From an optimization exercise on the open Yosys and OpenROAD flow, aimed at small area; shortcuts taken in it are not production practice. Where RTL was checked, it was by simulation tests only, not by an equivalence proof against the original. The RTL of runs 1 and 5 was laid out without a check of its function. Power and IR drop assume default switching activity. The clock port is modelled as an ideal driver; clocking choices that lean on that would not hold on a real chip.

$ cat design/flow/config.mk
export PLATFORM = sky130hd
export DESIGN_NAME = fifo
export DESIGN_NICKNAME = fifo
export VERILOG_FILES = /design/flow/design.v
export SDC_FILE = /design/flow/constraint.sdc
export NUM_CORES = 4
export LEC_CHECK = 0
export CAP_MARGIN = 5
export CORE_MARGIN = 2
export CORE_UTILIZATION = 60
export CTS_CLUSTER_DIAMETER = 100
export CTS_CLUSTER_SIZE = 25
export PLACE_DENSITY = 0.7
export SLEW_MARGIN = 5
export SYNTH_HIERARCHICAL = 1
export SYNTH_MINIMUM_KEEP_SIZE = 0
$ cat design/flow/constraint.sdc
create_clock -name core_clock -period 7.0 [get_ports {clk_i}]
set_input_delay 1.4000 -clock core_clock [delete_from_list [all_inputs] [get_ports {clk_i}]]
set_output_delay 1.4000 -clock core_clock [all_outputs]
set_load 0.01 [all_outputs]
$ cat design/flow/design.v
module fifo #(
    parameter XLEN = 32,
    parameter FIFO_SIZE = 32
) (
    input                           clk_i,
    input                           rst_ni,
    input                           flush_en_i,
    input                           push_en_i,
    input           [XLEN-1:0]      data_i,
    input                           pop_en_i,
    output  logic   [XLEN-1:0]      data_o,
    output  logic                   full_o,
    output  logic                   empty_o
);
    localparam AW = 5;
    logic [XLEN-1:0] mem_q [32];
    logic [AW:0] wptr_q, rptr_q;
    logic [AW:0] wptr_d, rptr_d;
    logic [XLEN-1:0] data_q;
    logic [AW-1:0] ptr_same;
    for (genvar i = 0; i < AW; i++) begin : g_cmp
        fifo_xnor2 u_x (.a(wptr_q[i]), .b(rptr_q[i]), .y(ptr_same[i]));
    end
    logic eq_a_n, eq_b_n, eq5, wrap_diff;
    fifo_nand3 u_eqa (.a(ptr_same[0]), .b(ptr_same[1]), .c(ptr_same[2]), .y(eq_a_n));
    fifo_nand2 u_eqb (.a(ptr_same[3]), .b(ptr_same[4]), .y(eq_b_n));
    fifo_nor2  u_eq  (.a(eq_a_n), .b(eq_b_n), .y(eq5));
    fifo_xor2  u_wd  (.a(wptr_q[AW]), .b(rptr_q[AW]), .y(wrap_diff));
    fifo_nor3  u_emp (.a(eq_a_n), .b(eq_b_n), .c(wrap_diff), .y(empty_o));
    fifo_and2  u_ful (.a(wrap_diff), .b(eq5), .y(full_o));
    logic nflush, pop_nf_n, push_nf, room_n, do_pop, do_push, fwd;
    fifo_inv   u_nf   (.a(flush_en_i), .y(nflush));
    fifo_nand2 u_pnf  (.a(pop_en_i), .b(nflush), .y(pop_nf_n));
    fifo_nor2  u_dpop (.a(empty_o), .b(pop_nf_n), .y(do_pop));         
    fifo_and2  u_unf  (.a(push_en_i), .b(nflush), .y(push_nf));        
    fifo_and3  u_fwd  (.a(push_nf), .b(pop_en_i), .c(empty_o), .y(fwd));
    fifo_mux2i u_room (.a0(full_o), .a1(empty_o), .s(pop_en_i), .y(room_n));  
    fifo_and2  u_dpsh (.a(push_nf), .b(room_n), .y(do_push));
    logic [AW:0] wcarry, rcarry, wsum, rsum;
    assign wcarry[0] = do_push;
    assign rcarry[0] = do_pop;
    for (genvar i = 0; i < AW; i++) begin : g_inc
        fifo_ha u_wha (.a(wptr_q[i]), .b(wcarry[i]), .s(wsum[i]), .c(wcarry[i+1]));
        fifo_ha u_rha (.a(rptr_q[i]), .b(rcarry[i]), .s(rsum[i]), .c(rcarry[i+1]));
    end
    fifo_xor2 u_wtop (.a(wptr_q[AW]), .b(wcarry[AW]), .y(wsum[AW]));
    fifo_xor2 u_rtop (.a(rptr_q[AW]), .b(rcarry[AW]), .y(rsum[AW]));
    for (genvar i = 0; i <= AW; i++) begin : g_clr
        fifo_and2 u_wclr (.a(wsum[i]), .b(nflush), .y(wptr_d[i]));
        fifo_and2 u_rclr (.a(rsum[i]), .b(nflush), .y(rptr_d[i]));
    end
    always_ff @(posedge clk_i or negedge rst_ni) begin
        if (~rst_ni) begin
            wptr_q <= '0;
            rptr_q <= '0;
        end else begin
            wptr_q <= wptr_d;
            rptr_q <= rptr_d;
        end
    end
    logic [AW-1:0] wptr_n, rptr_n;
    for (genvar i = 0; i < AW; i++) begin : g_inv
        fifo_inv u_wi (.a(wptr_q[i]), .y(wptr_n[i]));
        fifo_inv u_ri (.a(rptr_q[i]), .y(rptr_n[i]));
    end
    logic [3:0] wlo_n, rlo_n;
    logic [7:0] whi_n, rhi_n;
    for (genvar j = 0; j < 4; j++) begin : g_lo
        fifo_nand3 u_w (.a(do_push),
                        .b(j[0] ? wptr_q[0] : wptr_n[0]),
                        .c(j[1] ? wptr_q[1] : wptr_n[1]), .y(wlo_n[j]));
        fifo_nand3 u_r (.a(do_pop),
                        .b(j[0] ? rptr_q[0] : rptr_n[0]),
                        .c(j[1] ? rptr_q[1] : rptr_n[1]), .y(rlo_n[j]));
    end
    for (genvar k = 0; k < 8; k++) begin : g_hi
        fifo_nand3 u_w (.a(k[0] ? wptr_q[2] : wptr_n[2]),
                        .b(k[1] ? wptr_q[3] : wptr_n[3]),
                        .c(k[2] ? wptr_q[4] : wptr_n[4]), .y(whi_n[k]));
        fifo_nand3 u_r (.a(k[0] ? rptr_q[2] : rptr_n[2]),
                        .b(k[1] ? rptr_q[3] : rptr_n[3]),
                        .c(k[2] ? rptr_q[4] : rptr_n[4]), .y(rhi_n[k]));
    end
    logic [31:0] wsel;
    logic [32:0] rsel;
    for (genvar i = 0; i < 32; i++) begin : g_dec
        fifo_nor2 u_wdec (.a(wlo_n[i%4]), .b(whi_n[i/4]), .y(wsel[i]));
        fifo_nor2 u_rdec (.a(rlo_n[i%4]), .b(rhi_n[i/4]), .y(rsel[i]));
    end
    assign rsel[32] = fwd;
    always_ff @(posedge clk_i) begin
        for (int i = 0; i < 32; i++) begin
            if (wsel[i]) mem_q[i] <= data_i;
        end
    end
    logic [XLEN-1:0] data_d;
    for (genvar b = 0; b < XLEN; b++) begin : g_rd
        logic [32:0] col;
        logic [10:0] grp_n;
        for (genvar i = 0; i < 32; i++) begin : g_col
            assign col[i] = mem_q[i][b];
        end
        assign col[32] = data_i[b];
        for (genvar k = 0; k < 11; k++) begin : g_grp
            fifo_aoi222 u_aoi (
                .a1(rsel[3*k]),   .a2(col[3*k]),
                .b1(rsel[3*k+1]), .b2(col[3*k+1]),
                .c1(rsel[3*k+2]), .c2(col[3*k+2]),
                .y(grp_n[k])
            );
        end
        logic [2:0] part;
        fifo_nand4 u_n0 (.a(grp_n[0]), .b(grp_n[1]), .c(grp_n[2]),  .d(grp_n[3]), .y(part[0]));
        fifo_nand4 u_n1 (.a(grp_n[4]), .b(grp_n[5]), .c(grp_n[6]),  .d(grp_n[7]), .y(part[1]));
        fifo_nand3 u_n2 (.a(grp_n[8]), .b(grp_n[9]), .c(grp_n[10]), .y(part[2]));
        fifo_or3   u_or (.a(part[0]), .b(part[1]), .c(part[2]), .y(data_d[b]));
    end
    always_ff @(posedge clk_i or negedge rst_ni) begin
        if (~rst_ni) data_q <= '0;
        else         data_q <= data_d;
    end
    assign data_o = data_q;
endmodule
module fifo_inv (input logic a, output logic y);
    assign y = ~a;
endmodule
module fifo_and2 (input logic a, b, output logic y);
    assign y = a & b;
endmodule
module fifo_and3 (input logic a, b, c, output logic y);
    assign y = a & b & c;
endmodule
module fifo_nand2 (input logic a, b, output logic y);
    assign y = ~(a & b);
endmodule
module fifo_nand3 (input logic a, b, c, output logic y);
    assign y = ~(a & b & c);
endmodule
module fifo_nand4 (input logic a, b, c, d, output logic y);
    assign y = ~(a & b & c & d);
endmodule
module fifo_nor2 (input logic a, b, output logic y);
    assign y = ~(a | b);
endmodule
module fifo_nor3 (input logic a, b, c, output logic y);
    assign y = ~(a | b | c);
endmodule
module fifo_or3 (input logic a, b, c, output logic y);
    assign y = a | b | c;
endmodule
module fifo_xor2 (input logic a, b, output logic y);
    assign y = a ^ b;
endmodule
module fifo_xnor2 (input logic a, b, output logic y);
    assign y = ~(a ^ b);
endmodule
module fifo_mux2i (input logic a0, a1, s, output logic y);
    assign y = ~(s ? a1 : a0);
endmodule
module fifo_ha (input logic a, b, output logic s, c);
    assign s = a ^ b;
    assign c = a & b;
endmodule
module fifo_aoi222 (
    input  logic a1, a2, b1, b2, c1, c2,
    output logic y
);
    assign y = ~((a1 & a2) | (b1 & b2) | (c1 & c2));
endmodule
$ cat design/flow/flow/run.sh
#!/bin/bash
set -e
export BUFFER_PORTS_ARGS="-buffer_cell sky130_fd_sc_hd__buf_1"
export CTS_ARGS="-sink_clustering_enable -repair_clock_nets -sink_clustering_size 29 -sink_clustering_max_diameter 100 -dont_use_dummy_load"
bash standard.sh > flow.log 2>&1
$ cat design/flow/standard.sh
#!/bin/bash
# synth_recipe.tcl (not shown) runs the flow's synth.tcl, then flattens the netlist and writes it again
# the make line also repeats each setting of config.mk as NAME=value (left out here)
make -C /OpenROAD-flow-scripts/flow DESIGN_CONFIG=/design/flow/config.mk WORK_HOME=/design/flow/orfs CLKGATE_MAP_FILE= SYNTH_SCRIPT=/design/flow/synth_recipe.tcl "${@:-finish}"
==> impl_metrics.csv, run 1 <==
group,metric,value,unit
clock_network,cts-root-buf,"clkbuf_16",
yosys,syn_nets,1735,
sta,setup_viol,0,
die,fp.dieH,252,µm
sta,period_share,60.9,%
power,peakVddDrop,0.280,mV
yosys,synth.top_cell.area_share,83.4,%
yosys,syn_area_per_cell,21.8,µm²
die,core-area,60600,µm²
layout,syn_to_final_growth,9.08,%
setup_path,required,7530,ps
run,maxCapViolCount,0,
power,pwr-share-comb,2.0,%
yosys,ys_ff_latch,1068,
layout,finish.utilization,66.4,%
power,swShare,18.9,%
setup_path,worstSetupPathType,"input port to flop",
clock_network,cts_hold_buffers,0,
yosys,yosysWarnings,8,
yosys,synthDistinctLibCells,16,
setup_path,startpoint_type,"input port",
drt,avgViaCountPerCell,7.43,
sta,max_freq,234,MHz
power,p_int,8.14,mW
clock_network,clock_latency,620,ps
grt,grt_pass1_wl,130,mm
clock_network,cts_made_buffers,42,
yosys,synth-edff-count,1024,
drt,totalWireLength,91.2,mm
placement,dp_slack,2260,ps
setup_path,endpoint_kind,"flop",
layout,nNetsFinal,1933,
sta,fin_tns_setup,0,ps
yosys,synth_common_cells,"1024 x edfxtp_1, 352 x a222oi_1, 66 x nor2_1, 64 x nand4_1, 57 x nand3_1",
die,start_util,60.9,%
clock_network,clk_path_buf_depth,3,
yosys,syn_area,36900,µm²
grt,grt-ovfl-total,0,
placement,io_buffers,70,
clock_network,htreeDepth,2,
yosys,yosysMostFrequentCell,"edfxtp_1",
setup_path,arrival,4800,ps
power,totalPowerFinal,10.0,mW
yosys,synth_area_leader_cell,"edfxtp_1",
placement,gp_congestion,0.905,
layout,stdcell_count,2667,
power,p_sw,1.90,mW
yosys,yosysSeqAreaShare,86.4,%
sta,fin_skew,39.2,ps
sta,rsz0062_at_grt,"no",
power,pwr-share-seq,70.0,%
clock_network,clkSinkCount,1068,
sta,timing_hold_violations_final,0,
die,dieArea,63500,µm²
min_path,hold_class,"flop to flop",
die,num_rows,90,
power,p_per_area,250,nW/µm²
outcome,status,"finished clean",
grt,grt_use_total,28.8,%
yosys,synthArstFlopShare,4.12,%
placement,dp_hpwl,50.8,mm
yosys,netlist_instances,1688,
clock_network,cts_tree,"yes",
setup_path,worstPathMaxFanout,32,
layout,num-fill-cells,3938,
power,p_leak,12.4,nW
die,ios,71,
die,die_w,252,µm
clock_network,clk_pin_slew_worst_paths,100,ps
placement,dp_cells,2624,
drt,initialDrtViolationCount,4104,
layout,drive_above_1_share,10.2,%
drt,first_pass_iters,9,
layout,final_cell_area,40200,µm²
grt,grt_pass1_vias,18751,
drt,drc,0,
sta,finalMaxSlewViolations,0,
clock_network,cts_resized,0,
placement,placedInstanceArea,39200,µm²
drt,num_vias,19806,
sta,period_needed,4260,ps
grt,grt_max_degree,45,
sta,fin_ws,2740,ps
yosys,ys_top_cells_by_area,"edfxtp_1 83%, a222oi_1 9.6%, dfrtp_1 3.0%",
yosys,synth_flop_cell,"edfxtp_1",
sta,maxSlewHeadroom,15.2,%
drt,postRouteAntennaNets,0,
sta,tightest_slew,1270,ps
sta,hold-worst-slack,566,ps
power,pwr-share-clk,28.0,%
drt,wl_per_cell,34.2,µm
clock_network,cts_setup_buffers,0,
grt,antenna_found_initial,0,
-- modules after synthesis, one instance, submodules excluded, a selection --
module | cells inside | times used
fifo | 1068 | 1
fifo_ha | 1 | 10
fifo_mux2i | 1 | 1
fifo_nor3 | 1 | 1
fifo_aoi222 | 1 | 352
fifo_xnor2 | 1 | 5
fifo_and3 | 1 | 1
fifo_or3 | 1 | 32
fifo_nand4 | 1 | 64
fifo_and2 | 1 | 15
fifo_nand3 | 1 | 57
fifo_nor2 | 1 | 66
fifo_nand2 | 1 | 2
fifo_inv | 1 | 11
-- layer usage --
layer | GRT usage, % | up-vias | routed length [µm]
met3 | 4.57 | 144 | 10900
met5 | 0 | - | 0
met4 | 11.3 | 0 | 3740
met1 | 41.1 | 10133 | 33400
li1 | - | 8145 | -
met2 | 45.4 | 1384 | 43200
-- state kept, by name (all words and copies together), names as in the netlist --
register  cells
data_q       32
mem_q      1024
rptr_q        6
wptr_q        6
-- placed cells by master (no fill, tap or decap), drive strengths merged --
cell type  instances
dfrtp             44
diode              1
clkbuf            43
xnor2              5
xor2               3
edfxtp          1024
mux2i              1
inv               11
a222oi           352
or3               32
nor3               1
nand3             57
ha                10
buf              153
nand2              2
and2              15
nand4             64
nor2              66
and3               1
-- final cells by class --
class                           instances  area [µm²]  share of cell area (%)
Sequential cell                      1068       31900                    79.2
Clock buffer                           42        1050                    2.61
Timing Repair Buffer                  154         895                    2.22
Tap cell                              782         978                    2.43
Inverter                               11        41.3                   0.103
Antenna cell                            1        2.50                 0.00622
Multi-Input combinational cell        609        5400                    13.4
-- path summary, 6_finish.rpt --
path | from | end | slack, ps | depth (start not counted)
min in group asynchronous | rst_ni | data_q[1] | 970 | 2
max in group asynchronous | rst_ni | data_q[5] | 5480 | 2
hold reg to reg | mem_q[25][7] | data_q[7] | 570 | 3
setup reg to reg | wptr_q[2] | data_q[3] | 3120 | 9
setup / recovery | flush_en_i | data_q[3] | 2740 | 9
hold / removal | mem_q[25][7] | data_q[7] | 570 | 3
-- power groups by stage --
stage | clock (mW) | combinational (mW) | sequential (mW)
final | 2.81 | 0.200 | 7.03
after global placement | 0 | 0.190 | 7.17
after floorplan | 0 | 0.0375 | 7.17
after CTS | 2.84 | 0.200 | 7.02
after detailed placement | 0 | 0.200 | 7.17
after global routing | 3.03 | 0.215 | 7.03
-- cell families after synthesis --
kind of cell    after synthesis  synth area share, %
flops                      1068                 86.4
compound gates              352                 9.56
simple gates                238                 3.39
buf+inv                      11                0.112
fa+ha+maj                    10                0.339
xor+xnor                      8                0.190
mux                           1               0.0271
-- worst max-delay path, cell delays in order --
cell	delay (ps)
buf_1	80
inv_1	260
nand2_1	100
nor2_1	320
nand3_1	600
nor2_4	1170
a222oi_1	260
nand4_1	410
or3_1	170
==> inputs of run 2 (changes only) <==
--- a/design/flow/design.v
+++ b/design/flow/design.v
@@ -63,29 +63,29 @@
         fifo_inv u_wi (.a(wptr_q[i]), .y(wptr_n[i]));
         fifo_inv u_ri (.a(rptr_q[i]), .y(rptr_n[i]));
     end
-    logic [3:0] wlo_n, rlo_n;
-    logic [7:0] whi_n, rhi_n;
+    logic [3:0] wlo, rlo;
+    logic [7:0] whi, rhi;
     for (genvar j = 0; j < 4; j++) begin : g_lo
-        fifo_nand3 u_w (.a(do_push),
-                        .b(j[0] ? wptr_q[0] : wptr_n[0]),
-                        .c(j[1] ? wptr_q[1] : wptr_n[1]), .y(wlo_n[j]));
-        fifo_nand3 u_r (.a(do_pop),
-                        .b(j[0] ? rptr_q[0] : rptr_n[0]),
-                        .c(j[1] ? rptr_q[1] : rptr_n[1]), .y(rlo_n[j]));
+        fifo_and3 u_w (.a(do_push),
+                       .b(j[0] ? wptr_q[0] : wptr_n[0]),
+                       .c(j[1] ? wptr_q[1] : wptr_n[1]), .y(wlo[j]));
+        fifo_and3 u_r (.a(do_pop),
+                       .b(j[0] ? rptr_q[0] : rptr_n[0]),
+                       .c(j[1] ? rptr_q[1] : rptr_n[1]), .y(rlo[j]));
     end
     for (genvar k = 0; k < 8; k++) begin : g_hi
-        fifo_nand3 u_w (.a(k[0] ? wptr_q[2] : wptr_n[2]),
-                        .b(k[1] ? wptr_q[3] : wptr_n[3]),
-                        .c(k[2] ? wptr_q[4] : wptr_n[4]), .y(whi_n[k]));
-        fifo_nand3 u_r (.a(k[0] ? rptr_q[2] : rptr_n[2]),
-                        .b(k[1] ? rptr_q[3] : rptr_n[3]),
-                        .c(k[2] ? rptr_q[4] : rptr_n[4]), .y(rhi_n[k]));
+        fifo_and3 u_w (.a(k[0] ? wptr_q[2] : wptr_n[2]),
+                       .b(k[1] ? wptr_q[3] : wptr_n[3]),
+                       .c(k[2] ? wptr_q[4] : wptr_n[4]), .y(whi[k]));
+        fifo_and3 u_r (.a(k[0] ? rptr_q[2] : rptr_n[2]),
+                       .b(k[1] ? rptr_q[3] : rptr_n[3]),
+                       .c(k[2] ? rptr_q[4] : rptr_n[4]), .y(rhi[k]));
     end
     logic [31:0] wsel;
     logic [32:0] rsel;
     for (genvar i = 0; i < 32; i++) begin : g_dec
-        fifo_nor2 u_wdec (.a(wlo_n[i%4]), .b(whi_n[i/4]), .y(wsel[i]));
-        fifo_nor2 u_rdec (.a(rlo_n[i%4]), .b(rhi_n[i/4]), .y(rsel[i]));
+        fifo_and2 u_wdec (.a(wlo[i%4]), .b(whi[i/4]), .y(wsel[i]));
+        fifo_and2 u_rdec (.a(rlo[i%4]), .b(rhi[i/4]), .y(rsel[i]));
     end
     assign rsel[32] = fwd;
     always_ff @(posedge clk_i) begin
==> run 2 against run 1 <==
Power fell by 0.13%; final area decreased by 0.78%; synthesized cell count unchanged; wire length down 3.3%; global-route usage down 0.89 points; register-to-register slack better by 330 ps; largest cell class unchanged; still clean; largest power group unchanged; first-iteration DRC count down 2.2%; worst hold slack worse by 10 ps.
==> impl_metrics.csv, run 2 <==
group,metric,value,unit
clock_network,htreeDepth,2,
layout,drive_above_1_share,7.61,%
drt,num_vias,19478,
layout,final_common_cell,"edfxtp_1",
sta,fin_tns_setup,0,ps
layout,nNetsFinal,1915,
sta,tightest_slew,1140,ps
setup_path,worstPathMaxFanout,32,
layout,syn_to_final_growth,7.67,%
sta,fin_skew,21.5,ps
drt,drc,0,
die,core-area,61400,µm²
yosys,syn_area_per_cell,22.0,µm²
die,die_w,253,µm
setup_path,required,7490,ps
setup_path,arrival,4040,ps
sta,period_needed,3550,ps
layout,num-fill-cells,4031,
grt,grt_max_degree,45,
grt,grt_pass1_wl,128,mm
sta,max_freq,282,MHz
die,fp.dieH,253,µm
layout,final_cell_area,39900,µm²
clock_network,cts_made_buffers,42,
placement,dp_hpwl,47.6,mm
power,p_per_area,251,nW/µm²
power,p_leak,12.5,nW
die,num_rows,91,
yosys,synthArstFlopShare,4.12,%
sta,setup_viol,0,
clock_network,clkSinkCount,1068,
clock_network,clk_path_buf_depth,3,
drt,initialDrtViolationCount,4012,
placement,gp_congestion,0.822,
yosys,ys_top_cells_by_area,"edfxtp_1 83%, a222oi_1 9.5%, dfrtp_1 3.0%",
yosys,synth_flop_cell,"edfxtp_1",
clock_network,clk_pin_slew_worst_paths,100,ps
clock_network,cts_resized,0,
clock_network,cts_hold_buffers,0,
yosys,netlist_instances,1688,
sta,rsz0062_at_grt,"no",
yosys,yosysWarnings,8,
outcome,status,"finished clean",
sta,period_share,50.7,%
layout,layout_common_cells,"1024 x edfxtp_1, 352 x a222oi_1, 69 x buf_1",
run,maxCapViolCount,0,
min_path,hold_class,"flop to flop",
drt,avgViaCountPerCell,7.33,
yosys,yosysMostFrequentCell,"edfxtp_1",
grt,grt_pass1_vias,19214,
yosys,syn_nets,1735,
yosys,syn_area,37100,µm²
placement,placedInstanceArea,38800,µm²
die,ios,71,
setup_path,worstSetupPathType,"flop to flop",
yosys,synth_area_leader_cell,"edfxtp_1",
setup_path,endpoint_kind,"flop",
yosys,yosysSeqAreaShare,85.9,%
yosys,synth_common_cells,"1024 x edfxtp_1, 352 x a222oi_1, 79 x and2_1, 64 x nand4_1, 44 x dfrtp_1",
die,start_util,60.4,%
sta,maxSlewHeadroom,23.9,%
layout,largest_reg_flops,1024,
grt,antenna_found_initial,2,
drt,wl_per_cell,33.2,µm
yosys,synth-edff-count,1024,
sta,finalMaxSlewViolations,0,
drt,first_pass_iters,12,
clock_network,cts_tree,"yes",
clock_network,cts_setup_buffers,0,
grt,grt-ovfl-total,0,
yosys,synth.top_cell.area_share,83.0,%
power,peakVddDrop,0.202,mV
yosys,synthDistinctLibCells,16,
grt,grt_use_total,27.9,%
setup_path,startpoint_type,"flop",
layout,reg_top3,"mem_q: 1024 flops, data_q: 32 flops",
drt,totalWireLength,88.2,mm
clock_network,clock_latency,610,ps
drt,postRouteAntennaNets,0,
sta,hold-worst-slack,556,ps
placement,io_buffers,70,
sta,timing_hold_violations_final,0,
clock_network,cts-root-buf,"clkbuf_16",
layout,top_register,"mem_q",
die,dieArea,63800,µm²
yosys,ys_ff_latch,1068,
run 2: critical path: stages, from the launching register on:
cell and delay [ps]:
dfrtp_1 480, xnor2_1 200, nand3_1 150, nor3_2 290, nor2_1 150, and3_1 290, and2_1 200, buf_4 290
a222oi_1 510, nand4_1 380, or3_1 470
run 2: modules after synthesis (local to each module, per instance):
module | cells inside | copies in the design
fifo | 1068 | 1
fifo_and2 | 1 | 79
fifo_and3 | 1 | 25
fifo_aoi222 | 1 | 352
fifo_ha | 1 | 10
fifo_inv | 1 | 11
fifo_mux2i | 1 | 1
fifo_nand2 | 1 | 2
fifo_nand3 | 1 | 33
fifo_nand4 | 1 | 64
fifo_nor2 | 1 | 2
fifo_nor3 | 1 | 1
fifo_or3 | 1 | 32
fifo_xnor2 | 1 | 5
fifo_xor2 | 1 | 3
run 2: kinds of logic after synthesis:
logic type,count (synthesis),synth area share [%]
buffers and inverters,11,0.111
adder cells (fa/ha/maj),10,0.338
XOR/XNOR,8,0.189
AO/OA/AOI/OAI,352,9.51
multiplexers,1,0.0270
flip-flops,1068,85.9
AND/OR/NAND/NOR,238,3.89
run 2: area by class of cell:
cell class                 count  area [µm²]  area share [%]
timing repair buffer         136         759            1.90
clock buffer                  42        1050            2.63
sequential                  1068       31900            79.8
inverter                      11        41.3           0.103
antenna                        1        2.50         0.00627
multi-input combinational    609        5210            13.1
tap                          790         988            2.48
run 2: path summary, 6_finish.rpt:
| kind | to | cells after the start | slack, ps | startpoint |
|---|---|---|---|---|
| min reg2reg | data_q[19] | 3 | 560 | mem_q[28][19] |
| max in group asynchronous | data_q[5] | 2 | 5450 | rst_ni |
| min | data_q[19] | 3 | 560 | mem_q[28][19] |
| max | data_q[5] | 10 | 3450 | rptr_q[2] |
| max reg2reg | data_q[5] | 10 | 3450 | rptr_q[2] |
| min in group asynchronous | rptr_q[5] | 2 | 960 | rst_ni |
run 2: where the power goes:
| group | leakage [nW] | internal (mW) | switching, mW | total (mW) |
|---|---|---|---|---|
| clock network | 0.518 | 1.09 | 1.72 | 2.80 |
| logic | 2.21 | 0.0419 | 0.155 | 0.197 |
| registers | 9.81 | 7.01 | 0.0123 | 7.02 |
run 2: metrics by stage:
stage | total power [mW] | std cells | util, % | setup slack (ps)
after detailed placement | 7.36 | 2614 | 63.3 | 2930
after floorplan | 7.21 | 1688 | - | 3690
after global placement | 7.35 | 2614 | 63.3 | 3010
final | 10.0 | 2657 | 65.0 | 3450
after global routing | 10.3 | 2656 | 65.0 | 3250
after CTS | 10.1 | 2656 | 65.0 | 3500
run 2: metal layers:
metal,GRT usage [%],vias up,routed length (µm)
li1,-,8101,-
met1,39.5,9986,32900
met2,45.6,1253,43200
met3,4.42,136,9400
met4,8.20,2,2640
met5,0,-,9
==> inputs of run 3 (changes only) <==
==> design/flow/flow/run.sh (replaced) <==
#!/bin/bash
set -e
here=$(pwd)
export BUFFER_PORTS_ARGS="-inputs -buffer_cell sky130_fd_sc_hd__buf_4"
export POST_GLOBAL_PLACE_TCL="$here/flow/post_global_place.tcl"
export CTS_ARGS="-sink_clustering_enable -repair_clock_nets -sink_clustering_size 17 -sink_clustering_max_diameter 100 -dont_use_dummy_load -buf_list sky130_fd_sc_hd__clkbuf_8"
bash standard.sh > flow.log 2>&1
==> design/flow/flow/post_global_place.tcl (new file) <==
# Output ports get their buffers here, after global placement, with the
# smallest buffer: they only drive the pin. The input ports are buffered
# before placement (BUFFER_PORTS_ARGS in run.sh).
buffer_ports -outputs -buffer_cell sky130_fd_sc_hd__buf_1
--- a/design/flow/config.mk
+++ b/design/flow/config.mk
@@ -7,10 +7,10 @@
 export LEC_CHECK = 0
 export CAP_MARGIN = 5
 export CORE_MARGIN = 2
-export CORE_UTILIZATION = 60
+export CORE_UTILIZATION = 70
 export CTS_CLUSTER_DIAMETER = 100
 export CTS_CLUSTER_SIZE = 25
-export PLACE_DENSITY = 0.7
+export PLACE_DENSITY = 0.8
 export SLEW_MARGIN = 5
 export SYNTH_HIERARCHICAL = 1
 export SYNTH_MINIMUM_KEEP_SIZE = 0
==> run 3 against run 2 <==
Die area shrank 14%; sequential cell count stayed put; wire length increased by 0.44%; register-to-register slack barely moved; power down 1.6%; core utilization grew 11 points; sequential power barely moved; critical path depth did not move; fmax hardly changed; cell count down 3.8%; critical path type unchanged; largest cell class unchanged; highest routed layer is now met4.
==> impl_metrics.csv, run 3 <==
group,metric,value,unit
sta,rsz0062_at_grt,"no",
setup_path,ff2ff_path_depth,10,
layout,drive_above_1_share,9.44,%
clock_network,cts_setup_buffers,0,
setup_path,endpoint_kind,"flop",
layout,final_common_cell,"edfxtp_1",
setup_path,ff2ff_setup_slack,3450,ps
grt,grt_pass1_wl,128,mm
sta,finalMaxSlewViolations,0,
clock_network,cts_made_buffers,72,
setup_path,arrival,4090,ps
placement,dp_hpwl,48.2,mm
sta,timing_hold_violations_final,0,
min_path,holdPathStages,3,
drt,wl_per_cell,34.7,µm
clock_network,clk_path_buf_depth,3,
yosys,ys_ff_latch,1068,
placement,dp_slack,2990,ps
layout,layout_common_cells,"1024 x edfxtp_1, 352 x a222oi_1, 72 x clkbuf_8",
setup_path,cpMaxStageDelayCell,"dfrtp_1",
min_path,min_to,"data_q[28]",
outcome,status,"finished clean",
setup_path,required,7540,ps
setup_path,startpoint_type,"flop",
die,core-area,52400,µm²
clock_network,clkSinkCount,1068,
setup_path,r2r-end,"data_q[2]",
layout,largest_reg_flops,1024,
setup_path,timing.rr.start,"rptr_q[4]",
sta,setup_viol,0,
yosys,synth-edff-count,1024,
yosys,synth_common_cells,"1024 x edfxtp_1, 352 x a222oi_1, 79 x and2_1, 64 x nand4_1, 44 x dfrtp_1",
grt,antenna_found_initial,1,
yosys,yosysSeqAreaShare,85.9,%
setup_path,worstPathMaxFanout,32,
die,die_w,234,µm
die,fp.dieH,234,µm
clock_network,cts_hold_buffers,0,
yosys,syn_nets,1735,
run,maxCapViolCount,0,
placement,io_buffers,70,
layout,reg_top3,"mem_q: 1024 flops, data_q: 32 flops",
power,peakVddDrop,0.160,mV
layout,nNetsFinal,1914,
drt,avgViaCountPerCell,7.78,
clock_network,cts_tree,"yes",
sta,maxSlewHeadroom,22.4,%
power,p_per_area,249,nW/µm²
yosys,syn_area_per_cell,22.0,µm²
setup_path,worstSetupPathType,"flop to flop",
drt,first_pass_iters,8,
die,start_util,70.7,%
drt,drc,0,
sta,period_share,50.7,%
sta,fin_ws,3450,ps
layout,final_cell_area,39600,µm²
setup_path,critical-path-max-stage-delay,500,ps
sta,period_needed,3550,ps
min_path,min_from,"mem_q[28][28]",
layout,top_register,"mem_q",
grt,grt_use_total,33.3,%
drt,totalWireLength,88.6,mm
placement,placedInstanceArea,38600,µm²
clock_network,cts_resized,0,
power,p_leak,12.5,nW
yosys,netlist_instances,1688,
yosys,synth_area_leader_cell,"edfxtp_1",
sta,fin_skew,44.2,ps
grt,grt_max_degree,45,
grt,grt_pass1_vias,19886,
clock_network,cts-root-buf,"clkbuf_8",
yosys,syn_area,37100,µm²
drt,initialDrtViolationCount,4278,
sta,fin_tns_setup,0,ps
yosys,synth_flop_cell,"edfxtp_1",
yosys,synthArstFlopShare,4.12,%
setup_path,path_cells,"xnor2_1 -> nand2_1 -> nor3_2 -> nor2_1 -> and3_1 -> and2_1 -> buf_4 -> a222oi_1 -> nand4_1 -> or3_1",
sta,max_freq,282,MHz
yosys,synthDistinctLibCells,16,
yosys,yosysMostFrequentCell,"edfxtp_1",
clock_network,htreeDepth,3,
sta,tightest_slew,1160,ps
die,num_rows,84,
die,dieArea,54800,µm²
grt,grt-ovfl-total,0,
yosys,ys_top_cells_by_area,"edfxtp_1 83%, a222oi_1 9.5%, dfrtp_1 3.0%",
layout,syn_to_final_growth,6.90,%
clock_network,clock_latency,690,ps
yosys,synth.top_cell.area_share,83.0,%
yosys,yosysWarnings,8,
clock_network,clk_pin_slew_worst_paths,100,ps
drt,num_vias,19879,
die,ios,71,
min_path,hold_class,"flop to flop",
drt,postRouteAntennaNets,0,
[run 3: cell counts after synthesis]
No cell type changed its count.
[run 3: layout make-up]
cell class                      instances  area, µm²
Sequential cell                      1068      31900
Fill cell                            2798      12800
Multi-Input combinational cell        609       5210
Clock buffer                           72        991
Tap cell                              688        861
Timing Repair Buffer                  105        661
Inverter                               11       41.3
Antenna cell                            2       5.00
[run 3: worst max-delay path, delay by kind of cell, from the launching register on]
kind / cells / cell delay [ps]
simple gates: 7 / 1960
flops: 1 / 500
compound gates: 1 / 460
buf+inv: 1 / 300
xor+xnor: 1 / 200
[run 3: cells by family after synthesis]
kind of cell             Yosys count  share of synthesized area (%)
adder cells (fa/ha/maj)           10                          0.338
multiplexers                       1                         0.0270
AND/OR/NAND/NOR                  238                           3.89
flip-flops                      1068                           85.9
buffers and inverters             11                          0.111
XOR/XNOR                           8                          0.189
AO/OA/AOI/OAI                    352                           9.51
[run 3: per-module statistics from Yosys (local to each module, per instance), a selection]
module,copies in the design,flops+latches
fifo_xor2,3,0
fifo_ha,10,0
fifo_nand4,64,0
fifo_and3,25,0
fifo,1,1068
fifo_nand2,2,0
fifo_or3,32,0
fifo_nor3,1,0
[run 3: worst max path at each step]
stage | depth (start not counted) | slack (ps) | end | start
detailed placement | 10 | 2990 | data_q[2] | flush_en_i
global route | 10 | 3330 | data_q[2] | rptr_q[2]
CTS | 10 | 3540 | data_q[2] | rptr_q[2]
finish | 10 | 3450 | data_q[2] | rptr_q[4]
floorplan | 5 | 3690 | mem_q[10][0] | flush_en_i
global placement | 10 | 2990 | data_q[2] | flush_en_i
[run 3: report_power, final]
group,switching (mW),internal [mW],total (mW)
Clock,1.72,0.929,2.65
Sequential,0.0140,7.01,7.02
Combinational,0.150,0.0386,0.189
Total,1.89,7.98,9.87
[run 3: layer usage]
metal | vias to the layer above | track usage [%] | part of all wire (%)
met2 | 1709 | 51.1 | 47
met3 | 245 | 6.29 | 14
met4 | 0 | 17.1 | 5.5
met1 | 9837 | 46.9 | 34
met5 | - | 0 | 0
li1 | 8088 | - | -
[run 3: per-stage QoR]
| stage | hold slack (ps) | utilization, % | instances | power (mW) |
|---|---|---|---|---|
| floorplan | 523 | - | 1688 | 7.21 |
| global placement | 548 | 73.4 | 2447 | 7.34 |
| detailed placement | 554 | 73.6 | 2481 | 7.36 |
| CTS | 582 | 75.5 | 2553 | 9.89 |
| global route | 605 | 75.5 | 2554 | 10.1 |
| finish | 580 | 75.5 | 2555 | 9.87 |
==> inputs of run 4 (changes only) <==
--- a/design/flow/config.mk
+++ b/design/flow/config.mk
@@ -7,10 +7,10 @@
 export LEC_CHECK = 0
 export CAP_MARGIN = 5
 export CORE_MARGIN = 2
-export CORE_UTILIZATION = 70
+export CORE_UTILIZATION = 60
 export CTS_CLUSTER_DIAMETER = 100
 export CTS_CLUSTER_SIZE = 25
-export PLACE_DENSITY = 0.8
+export PLACE_DENSITY = 0.7
 export SLEW_MARGIN = 5
 export SYNTH_HIERARCHICAL = 1
 export SYNTH_MINIMUM_KEEP_SIZE = 0
==> run 4 against run 3 <==
Still clean on timing, DRC and antenna; fmax up 0.76%; register-to-register slack better by 30 ps; setup slack better by 27 ps; non-clock buffer count is 3 lower; clock power up 2%; combinational power about the same; synthesized area stayed put; critical path type unchanged; largest cell class unchanged; largest power group unchanged; highest routed layer unchanged.
==> impl_metrics.csv, run 4 <==
group,metric,value,unit
layout,num-fill-cells,3977,
drt,num_vias,19652,
die,core-area,61400,µm²
run,maxCapViolCount,0,
clock_network,cts_resized,0,
layout,drive_above_1_share,9.34,%
yosys,yosysWarnings,8,
clock_network,cts_setup_buffers,0,
die,start_util,60.4,%
die,dieArea,63800,µm²
layout,syn_to_final_growth,7.19,%
yosys,netlist_instances,1688,
setup_path,endpoint_kind,"flop",
setup_path,worstSetupPathType,"flop to flop",
grt,antenna_found_initial,2,
drt,wl_per_cell,34.1,µm
drt,avgViaCountPerCell,7.40,
yosys,synth.top_cell.area_share,83.0,%
grt,grt_pass1_wl,130,mm
yosys,synth-edff-count,1024,
layout,top_register,"mem_q",
clock_network,cts_tree,"yes",
yosys,syn_area_per_cell,22.0,µm²
placement,dp_slack,2950,ps
yosys,ys_ff_latch,1068,
setup_path,cp_num_buf_inv,1,
power,p_per_area,249,nW/µm²
drt,first_pass_iters,9,
grt,grt_max_degree,45,
sta,rsz0062_at_grt,"no",
die,ios,71,
die,die_w,253,µm
sta,period_needed,3520,ps
clock_network,clkSinkCount,1068,
power,peakVddDrop,0.142,mV
sta,max_freq,284,MHz
clock_network,cts-root-buf,"clkbuf_8",
sta,period_share,50.3,%
yosys,syn_nets,1735,
placement,io_buffers,70,
placement,dp_hpwl,48.0,mm
drt,drc,0,
yosys,yosysMostFrequentCell,"edfxtp_1",
clock_network,clock_latency,690,ps
layout,reg_top3,"mem_q: 1024 flops, data_q: 32 flops",
sta,tightest_slew,1150,ps
setup_path,timing.rr.start,"rptr_q[3]",
die,fp.dieH,253,µm
layout,largest_reg_flops,1024,
setup_path,startpoint_type,"flop",
clock_network,clk_pin_slew_worst_paths,110,ps
sta,setup_viol,0,
setup_path,path_cells,"xnor2_1 -> nand2_1 -> nor3_2 -> nor2_1 -> and3_1 -> and2_1 -> buf_4 -> a222oi_1 -> nand4_1 -> or3_1",
drt,initialDrtViolationCount,3846,
yosys,synthArstFlopShare,4.12,%
yosys,yosysSeqAreaShare,85.9,%
yosys,synth_flop_cell,"edfxtp_1",
setup_path,worstPathMaxFanout,32,
clock_network,htreeDepth,3,
setup_path,arrival,4080,ps
yosys,syn_area,37100,µm²
layout,layout_common_cells,"1024 x edfxtp_1, 352 x a222oi_1, 72 x clkbuf_8",
sta,fin_tns_setup,0,ps
drt,postRouteAntennaNets,0,
sta,fin_ws,3480,ps
sta,maxSlewHeadroom,23.6,%
layout,nNetsFinal,1911,
sta,finalMaxSlewViolations,0,
power,p_leak,12.5,nW
setup_path,critPathTopFamily,"simple AND/OR/NAND/NOR gates",
layout,final_common_cell,"edfxtp_1",
setup_path,critical-path-max-stage-delay,560,ps
yosys,synth_area_leader_cell,"edfxtp_1",
min_path,min_from,"mem_q[28][31]",
sta,fin_skew,31.1,ps
clock_network,cts_hold_buffers,0,
setup_path,cp-startpoint,"rptr_q[3]",
setup_path,cpMaxStageDelayCell,"a222oi_1",
sta,timing_hold_violations_final,0,
yosys,synth_common_cells,"1024 x edfxtp_1, 352 x a222oi_1, 79 x and2_1, 64 x nand4_1, 44 x dfrtp_1",
clock_network,clk_path_buf_depth,3,
grt,grt-ovfl-total,0,
grt,grt_use_total,28.5,%
yosys,ys_top_cells_by_area,"edfxtp_1 83%, a222oi_1 9.5%, dfrtp_1 3.0%",
drt,totalWireLength,90.5,mm
setup_path,required,7560,ps
yosys,synthDistinctLibCells,16,
clock_network,cts_made_buffers,72,
min_path,hold_class,"flop to flop",
grt,grt_pass1_vias,19125,
outcome,status,"finished clean",
die,num_rows,91,
-- run 4: cell counts after synthesis --
No cell type changed its count.
-- run 4: routing by layer --
layer	track usage, %	up-vias	routed length [µm]
met4	9.65	0	2740
met3	4.96	141	10700
met5	0	-	0
met2	45.0	1332	43000
met1	41.1	10099	34000
li1	-	8080	-
-- run 4: report_power, final --
| group | internal (mW) | switching (mW) | total (mW) | leakage [nW] |
|---|---|---|---|---|
| sequential | 7.01 | 0.0152 | 7.03 | 9.81 |
| combinational | 0.0382 | 0.151 | 0.189 | 2.18 |
| clock | 0.930 | 1.76 | 2.69 | 0.518 |
-- run 4: modules after synthesis (local to each module, per instance), a selection --
module / area (µm²) / flops+latches / copies in the design / cells inside
fifo_nand3: 5.00 / 0 / 33 / 1
fifo_and3: 6.26 / 0 / 25 / 1
fifo_nor3: 10.0 / 0 / 1 / 1
fifo_ha: 12.5 / 0 / 10 / 1
fifo_xnor2: 8.76 / 0 / 5 / 1
fifo: 31900 / 1068 / 1 / 1068
fifo_mux2i: 10.0 / 0 / 1 / 1
fifo_and2: 6.26 / 0 / 79 / 1
-- run 4: worst reg2reg max path, delay by kind of cell, from the launching register on --
family	cells	cell delay, ps
AOI/OAI and AO/OA	1	560
xor gates and xnor gates	1	200
buffers and inverters	1	290
DFF	1	490
and+or+nand+nor	7	1860
-- run 4: cell families after synthesis --
logic type | synth area share [%]
AND/OR/NAND/NOR | 3.89
AO/OA/AOI/OAI | 9.51
flip-flops | 85.9
multiplexers | 0.0270
adder cells (fa/ha/maj) | 0.338
buffers and inverters | 0.111
XOR/XNOR | 0.189
-- run 4: path summary, 6_finish.rpt --
path	endpoint	depth (start not counted)	slack, ps
setup / recovery	data_q[17]	10	3480
hold / removal	data_q[31]	3	560
setup reg to reg	data_q[17]	10	3480
hold reg to reg	data_q[31]	3	560
max in group asynchronous	data_q[30]	1	5680
min in group asynchronous	rptr_q[3]	1	770
-- run 4: through the flow --
step | area [µm²] | total power [mW] | util, % | hold slack, ps | std cells
3_3_place_gp | 38600 | 7.34 | 62.9 | 539 | 2546
4_1_cts | 39700 | 9.94 | 64.7 | 563 | 2652
6_report | 39700 | 9.90 | 64.7 | 560 | 2654
5_1_grt | 39700 | 10.2 | 64.7 | 586 | 2653
3_5_place_dp | 38700 | 7.36 | 63.1 | 542 | 2580
2_1_floorplan | 37100 | 7.21 | - | 523 | 1688
-- run 4: area by class of cell --
cell class	count	area, µm²	share of cell area [%]
Timing Repair Buffer	102	638	1.61
Inverter	11	41.3	0.104
Antenna cell	2	5.00	0.0126
Tap cell	790	988	2.49
Sequential cell	1068	31900	80.2
Clock buffer	72	991	2.49
Multi-Input combinational cell	609	5210	13.1
==> inputs of run 5 (changes only) <==
--- a/design/flow/design.v
+++ b/design/flow/design.v
@@ -85,7 +85,9 @@
     logic [32:0] rsel;
     for (genvar i = 0; i < 32; i++) begin : g_dec
         fifo_and2 u_wdec (.a(wlo[i%4]), .b(whi[i/4]), .y(wsel[i]));
-        fifo_and2 u_rdec (.a(rlo[i%4]), .b(rhi[i/4]), .y(rsel[i]));
+        logic rsel_n;
+        fifo_nand2 u_rdec (.a(rlo[i%4]), .b(rhi[i/4]), .y(rsel_n));
+        fifo_inv   u_rdrv (.a(rsel_n), .y(rsel[i]));
     end
     assign rsel[32] = fwd;
     always_ff @(posedge clk_i) begin
==> run 5 against run 4 <==
Largest power group unchanged; critical endpoint is now data_q[13]; setup slack improved by 110 ps; die area up 0.11%; non-clock buffer count unchanged; critical path type unchanged.
==> impl_metrics.csv, run 5 <==
group,metric,value,unit
outcome,status,"finished clean",
setup_path,path_cells,"xnor2_1 -> nand3_1 -> nor3_2 -> nor2_1 -> and3_1 -> nand2_1 -> inv_1 -> buf_4 -> a222oi_1 -> nand4_1 -> or3_1",
min_path,holdPathStages,3,
grt,grt.busiest_layer,"met2",
grt,grt_pass1_wl,127,mm
run,maxCapViolCount,0,
drt,first_pass_iters,8,
layout,drive_above_1_share,9.19,%
grt,antenna_found_initial,2,
yosys,synth_area_leader_cell,"edfxtp_1",
sta,setup_viol,0,
setup_path,timing.rr.start,"rptr_q[2]",
setup_path,critical-path-max-stage-delay,540,ps
yosys,netlist_instances,1720,
grt,grt-ovfl-total,0,
power,totalPowerFinal,9.89,mW
sta,max_freq,293,MHz
setup_path,cpMaxStageDelayCell,"a222oi_1",
clock_network,cts_resized,0,
clock_network,cts_hold_buffers,0,
setup_path,worst-path-stages,11,
clock_network,cts_made_buffers,72,
clock_network,cts-root-buf,"clkbuf_8",
placement,dp_slack,3020,ps
die,start_util,60.5,%
drt,postRouteAntennaNets,0,
setup_path,ff2ff_path_depth,11,
clock_network,htreeDepth,3,
min_path,min_from,"mem_q[28][3]",
sta,fin_tns_setup,0,ps
die,ios,71,
sta,period_share,48.8,%
grt,grt_pass1_vias,19140,
yosys,yosysMostFrequentCell,"edfxtp_1",
yosys,synth.top_cell.area_share,82.9,%
setup_path,arrival,3960,ps
yosys,synth_common_cells,"1024 x edfxtp_1, 352 x a222oi_1, 64 x nand4_1, 47 x and2_1, 44 x dfrtp_1",
placement,dp_cells,2612,
die,core-area,61400,µm²
sta,tightest_slew,1150,ps
layout,antenna_cells,0,
sta,finalMaxSlewViolations,0,
die,num_rows,91,
yosys,ys_top_cells_by_area,"edfxtp_1 83%, a222oi_1 9.5%, dfrtp_1 3.0%",
layout,reg_top3,"mem_q: 1024 flops, data_q: 32 flops",
clock_network,clk_pin_slew_worst_paths,100,ps
drt,num_vias,19650,
power,p_per_area,249,nW/µm²
clock_network,clock_latency,690,ps
sta,rsz0062_at_grt,"no",
sta,period_needed,3420,ps
yosys,synth_flop_cell,"edfxtp_1",
drt,initialDrtViolationCount,3695,
layout,largest_reg_flops,1024,
yosys,yosysWarnings,8,
clock_network,clk_path_buf_depth,3,
power,peakVddDrop,0.119,mV
drt,avgViaCountPerCell,7.32,
layout,nNetsFinal,1943,
setup_path,worstPathMaxFanout,32,
layout,layout_common_cells,"1024 x edfxtp_1, 352 x a222oi_1, 72 x clkbuf_8",
setup_path,worstSetupPathType,"flop to flop",
clock_network,clkSinkCount,1068,
die,fp.dieH,253,µm
setup_path,endpoint_kind,"flop",
setup_path,required,7540,ps
grt,grt_util_met3,4.64,%
yosys,synth-edff-count,1024,
min_path,hold_class,"flop to flop",
setup_path,critPathTopFamily,"simple AND/OR/NAND/NOR gates",
grt,met1_usage,40.1,%
layout,num-fill-cells,3956,
yosys,syn_nets,1767,
clock_network,cts_tree,"yes",
grt,grt_max_degree,45,
setup_path,cp_num_buf_inv,2,
placement,dp_hpwl,46.7,mm
setup_path,startpoint_type,"flop",
grt,grt_use_total,27.9,%
yosys,synthArstFlopShare,4.12,%
sta,fin_skew,46.9,ps
yosys,syn_area_per_cell,21.6,µm²
die,die_w,253,µm
layout,final_common_cell,"edfxtp_1",
die,dieArea,63800,µm²
sta,timing_hold_violations_final,0,
drt,wl_per_cell,33.1,µm
layout,stdcell_count,2684,
clock_network,cts_setup_buffers,0,
sta,fin_ws,3580,ps
drt,drc,0,
grt,grt_use_met2,44.3,%
placement,io_buffers,70,
sta,maxSlewHeadroom,23.2,%
layout,top_register,"mem_q",
drt,totalWireLength,88.7,mm
setup_path,cp-startpoint,"rptr_q[2]",
layout,syn_to_final_growth,7.17,%
yosys,syn_area,37100,µm²
setup_path,ff2ff_setup_slack,3580,ps
yosys,synthDistinctLibCells,16,
yosys,yosysSeqAreaShare,85.8,%
power,p_leak,12.7,nW
yosys,ys_ff_latch,1068,
-- run 5: cell count changes in the layout (fill, tap and decap cells not counted) --
cell,delta
nand2_1,+32
diode_2,-2
inv_1,+32
and2_1,-32
-- run 5: per-module statistics from Yosys, one instance, submodules excluded, excerpt --
module	flops+latches	cell area, µm²
fifo	1068	31900
fifo_ha	0	12.5
fifo_nor3	0	10.0
fifo_mux2i	0	10.0
fifo_xnor2	0	8.76
fifo_and3	0	6.26
fifo_and2	0	6.26
fifo_or3	0	6.26
fifo_nand3	0	5.00
fifo_inv	0	3.75
fifo_nand2	0	3.75
-- run 5: final cells by class --
cell class	instances	area (µm²)	share of cell area (%)
Inverter	43	161	0.406
Timing Repair Buffer	102	638	1.60
Clock buffer	72	991	2.49
Multi-Input combinational cell	609	5130	12.9
Sequential cell	1068	31900	80.1
Tap cell	790	988	2.49
-- run 5: kinds of logic after synthesis --
logic type / share of synthesized area (%)
multiplexers: 0.0270
XOR/XNOR: 0.189
AO/OA/AOI/OAI: 9.50
buffers and inverters: 0.435
adder cells (fa/ha/maj): 0.337
AND/OR/NAND/NOR: 3.67
flip-flops: 85.8
-- run 5: where the power goes --
group / switching, mW / internal [mW]
combinational: 0.147 / 0.0381
sequential: 0.0145 / 7.01
clock: 1.75 / 0.929
-- run 5: metal layers --
metal,share of wire [%],wire length (µm)
met1,37,32700
met2,48,42600
met3,12,10800
met4,3.0,2680
met5,0.017,15
-- run 5: tightest hold or removal path, stage by stage, from the launching register on --
cell	delay, ps
edfxtp_1	330
a222oi_1	60
nand3_1	70
or3_1	90
-- run 5: worst paths after layout --
path,end
worst max-delay path,data_q[13]
worst min-delay path,data_q[3]
worst max register to register,data_q[13]
worst min register to register,data_q[3]
max in group asynchronous,data_q[18]
min in group asynchronous,wptr_q[5]
-- run 5: through the flow --
step	util (%)	area (µm²)	hold slack [ps]
finish	64.8	39800	543
detailed placement	63.2	38800	544
floorplan	-	37100	523
global route	64.8	39800	580
CTS	64.8	39800	538
global placement	63.0	38600	544
==> inputs of run 6 (changes only) <==
--- a/design/flow/design.v
+++ b/design/flow/design.v
@@ -85,9 +85,7 @@
     logic [32:0] rsel;
     for (genvar i = 0; i < 32; i++) begin : g_dec
         fifo_and2 u_wdec (.a(wlo[i%4]), .b(whi[i/4]), .y(wsel[i]));
-        logic rsel_n;
-        fifo_nand2 u_rdec (.a(rlo[i%4]), .b(rhi[i/4]), .y(rsel_n));
-        fifo_inv   u_rdrv (.a(rsel_n), .y(rsel[i]));
+        fifo_and2 u_rdec (.a(rlo[i%4]), .b(rhi[i/4]), .y(rsel[i]));
     end
     assign rsel[32] = fwd;
     always_ff @(posedge clk_i) begin
==> design/flow/flow/run.sh (replaced) <==
#!/bin/bash
set -e
here=$(pwd)
export BUFFER_PORTS_ARGS="-inputs -buffer_cell sky130_fd_sc_hd__buf_2"
export POST_GLOBAL_PLACE_TCL="$here/flow/post_global_place.tcl"
export CTS_ARGS="-sink_clustering_enable -repair_clock_nets -sink_clustering_size 17 -sink_clustering_max_diameter 100 -dont_use_dummy_load -buf_list sky130_fd_sc_hd__clkbuf_8"
bash standard.sh > flow.log 2>&1
==> design/flow/flow/post_global_place.tcl (replaced) <==
# Runs at the end of global placement (POST_GLOBAL_PLACE_TCL).
#
# 1. The timing-driven repair puts a buffer behind each read select line
#    (the u_rdec AND2 outputs, each driving 32 AOI inputs). A 4x AND2 drives
#    such a line alone well within the slew limit, for less area, so the
#    buffer is removed and the AND2 upsized.
set bufs {}
set drvs {}
foreach c [get_cells -filter "ref_name == sky130_fd_sc_hd__buf_4"] {
  set net [get_nets -of_objects [get_pins -of_objects $c -filter "direction == input"]]
  if {![string match "*u_rdec.y" [get_full_name $net]]} { continue }
  if {[llength [get_pins -of_objects $net]] != 2} { continue }
  set d [get_cells -of_objects [get_pins -of_objects $net -filter "direction == output"]]
  if {[lsearch -exact {sky130_fd_sc_hd__and2_0 sky130_fd_sc_hd__and2_1 sky130_fd_sc_hd__and2_2} [get_property $d ref_name]] < 0} { continue }
  lappend bufs $c
  lappend drvs $d
}
puts "post_global_place: unbuffering [llength $bufs] read select lines"
if {[llength $bufs] > 0} {
  remove_buffers {*}$bufs
  foreach d $drvs { replace_cell $d sky130_fd_sc_hd__and2_4 }
}

# 2. Output ports get their buffers here, with the smallest buffer: they only
#    drive the pin. The input ports are buffered before placement
#    (BUFFER_PORTS_ARGS in run.sh).
buffer_ports -outputs -buffer_cell sky130_fd_sc_hd__buf_1
==> run 6 against run 5 <==
Critical path type unchanged; worst hold slack better by 15 ps; register-to-register slack lost 110 ps; largest power group unchanged; highest routed layer is now met4; sequential share of layout area increased by 0.55 points.
==> impl_metrics.csv, run 6 <==
group,metric,value,unit
yosys,ys_ff_latch,1068,
placement,dp_hpwl,46.1,mm
clock_network,cts_resized,0,
drt,drc,0,
yosys,syn_nets,1735,
yosys,syn_area_per_cell,22.0,µm²
setup_path,timing.rr.start,"rptr_q[2]",
drt,avgViaCountPerCell,7.45,
grt,grt_pass1_wl,127,mm
placement,io_buffers,70,
min_path,min_from,"mem_q[28][18]",
drt,initialDrtViolationCount,3939,
power,peakVddDrop,0.156,mV
grt,grt-ovfl-total,0,
yosys,ys_top_cells_by_area,"edfxtp_1 83%, a222oi_1 9.5%, dfrtp_1 3.0%",
die,fp.dieH,253,µm
drt,wl_per_cell,33.5,µm
layout,drive_above_1_share,9.60,%
clock_network,cts_hold_buffers,0,
grt,grt_pass1_vias,19184,
layout,reg_top3,"mem_q: 1024 flops, data_q: 32 flops",
sta,setup_viol,0,
yosys,synth_area_leader_cell,"edfxtp_1",
die,num_rows,91,
layout,nNetsFinal,1882,
clock_network,clock_latency,680,ps
clock_network,cts_tree,"yes",
layout,layout_common_cells,"1024 x edfxtp_1, 352 x a222oi_1, 72 x clkbuf_8",
clock_network,cts_made_buffers,72,
yosys,synth.top_cell.area_share,83.0,%
setup_path,arrival,4100,ps
grt,grt_max_degree,45,
die,start_util,60.4,%
yosys,yosysMostFrequentCell,"edfxtp_1",
yosys,yosysSeqAreaShare,85.9,%
grt,antenna_found_initial,0,
drt,totalWireLength,88.0,mm
yosys,synthArstFlopShare,4.12,%
die,die_w,253,µm
outcome,status,"finished clean",
sta,finalMaxSlewViolations,0,
sta,timing_hold_violations_final,0,
drt,postRouteAntennaNets,0,
yosys,synthDistinctLibCells,16,
setup_path,required,7580,ps
setup_path,worstSetupPathType,"flop to flop",
yosys,yosysWarnings,8,
run,maxCapViolCount,0,
clock_network,cts-root-buf,"clkbuf_8",
clock_network,htreeDepth,3,
placement,placedInstanceArea,38500,µm²
min_path,hold_class,"flop to flop",
setup_path,startpoint_type,"flop",
power,p_per_area,250,nW/µm²
setup_path,cp-startpoint,"rptr_q[2]",
clock_network,clk_path_buf_depth,3,
sta,maxSlewHeadroom,24.9,%
yosys,netlist_instances,1688,
setup_path,endpoint_kind,"flop",
sta,fin_tns_setup,0,ps
clock_network,clk_pin_slew_worst_paths,100,ps
sta,max_freq,284,MHz
sta,period_share,50.3,%
sta,period_needed,3520,ps
yosys,synth_flop_cell,"edfxtp_1",
clock_network,clkSinkCount,1068,
die,core-area,61400,µm²
layout,final_cell_area,39500,µm²
yosys,synth_common_cells,"1024 x edfxtp_1, 352 x a222oi_1, 79 x and2_1, 64 x nand4_1, 44 x dfrtp_1",
sta,fin_skew,29.1,ps
sta,rsz0062_at_grt,"no",
yosys,syn_area,37100,µm²
layout,syn_to_final_growth,6.56,%
layout,final_common_cell,"edfxtp_1",
drt,num_vias,19555,
power,p_leak,12.4,nW
layout,top_register,"mem_q",
yosys,synth-edff-count,1024,
grt,grt_use_total,27.6,%
layout,largest_reg_flops,1024,
sta,tightest_slew,1130,ps
setup_path,worstPathMaxFanout,32,
power,totalPowerFinal,9.89,mW
die,ios,71,
clock_network,cts_setup_buffers,0,
die,dieArea,63800,µm²
drt,first_pass_iters,10,
run 6: worst max-delay path: stages (launching register included):
cell,delay (ps)
dfrtp_1,470
xnor2_1,190
nand3_1,130
nor3_2,300
nor2_1,160
and3_1,320
and2_2,510
a222oi_1,560
nand4_1,300
or3_1,430
run 6: layer usage:
metal  up-vias  global-route usage [%]  share of wire [%]
li1       8028                       -                  -
met5         -                       0                  0
met3       137                    5.52                 11
met1     10084                    39.3                 38
met2      1306                    43.9                 48
met4         0                    8.66                2.5
run 6: cell type report:
cell class / count / area, µm²
fill: 3953 / 21900
multi-input combinational: 609 / 5290
clock buffer: 72 / 991
timing repair buffer: 73 / 330
tap: 790 / 988
sequential: 1068 / 31900
inverter: 11 / 41.3
antenna: 1 / 2.50
run 6: power breakdown:
part / switching (mW) / internal (mW) / leakage (nW)
registers: 0.0138 / 7.01 / 9.81
clock network: 1.75 / 0.929 / 0.518
logic: 0.147 / 0.0324 / 2.03
total: 1.91 / 7.97 / 12.4
run 6: kinds of logic (layout without fill, tap and decap cells):
kind of cell	after synthesis	after routing	synth area share, %
multiplexers	1	1	0.0270
adder cells (fa/ha/maj)	10	10	0.338
buffers and inverters	11	156	0.111
flip-flops	1068	1068	85.9
XOR/XNOR	8	8	0.189
AO/OA/AOI/OAI	352	352	9.51
other	0	1	0
AND/OR/NAND/NOR	238	238	3.89
run 6: metrics by stage:
stage	std cells	utilization, %	setup slack [ps]	hold slack (ps)
floorplan	1688	-	3690	523
detailed placement	2551	62.7	2840	548
CTS	2623	64.3	3570	552
finish	2624	64.3	3480	558
global route	2623	64.3	3290	605
global placement	2547	62.8	2940	544
run 6: worst paths after layout:
path	depth (start not counted)	slack [ps]	to
max	9	3480	data_q[24]
min	3	560	data_q[18]
max reg2reg	9	3480	data_q[24]
min reg2reg	3	560	data_q[18]
max in group asynchronous	2	5670	data_q[27]
min in group asynchronous	2	830	data_q[7]
run 6: modules after synthesis (local to each module, per instance), a selection:
module | flops+latches | cells | cell area, µm²
fifo_nand3 | 0 | 1 | 5.00
fifo_nor2 | 0 | 1 | 3.75
fifo_xor2 | 0 | 1 | 8.76
fifo_nor3 | 0 | 1 | 10.0
fifo_nand4 | 0 | 1 | 6.26
fifo_xnor2 | 0 | 1 | 8.76
fifo_mux2i | 0 | 1 | 10.0
fifo_or3 | 0 | 1 | 6.26
fifo_aoi222 | 0 | 1 | 10.0
fifo_inv | 0 | 1 | 3.75
fifo_and2 | 0 | 1 | 6.26
fifo_nand2 | 0 | 1 | 3.75
fifo_ha | 0 | 1 | 12.5

[port drivers added, routing unchanged]
The results above use ideal ports. As a check the final layouts listed here were re-extracted and re-timed, cells and wires unchanged.
Step 1: set_driving_cell puts a clkbuf_16 on clk_i and a buf_2 on each other input, an assumption about the parent block.
Step 2 also shifts input and output timing later by t, the mid clock arrival at the registers, as if the neighbouring blocks saw the same clock.
a / b / c = ideal ports / drivers / drivers and shift; a / b = the first two.
run	t (ns)	slack for setup (ns)	hold slack, ns	worst setup path at the end	cell pins on the clock port's net
run 1	0.663	2.735 / 2.775 / 2.112	0.566 / 0.566 / 0.566	input to register	1
run 2	0.672	3.448 / 3.448 / 2.891	0.556 / 0.556 / 0.556	input to register	1
run 3	0.727	3.451 / 3.451 / 2.879	0.580 / 0.580 / 0.580	input to register	1
run 4	0.736	3.477 / 3.477 / 2.914	0.560 / 0.560 / 0.560	input to register	1
run 5	0.724	3.584 / 3.584 / 2.952	0.543 / 0.543 / 0.543	input to register	1
run 6	0.726	3.479 / 3.479 / 2.836	0.558 / 0.558 / 0.558	input to register	1
After both steps setup and hold are still met in every run listed. The setup slack of run 6, which loses most, moves by 0.000 ns with the drivers and by -0.643 ns with both steps.
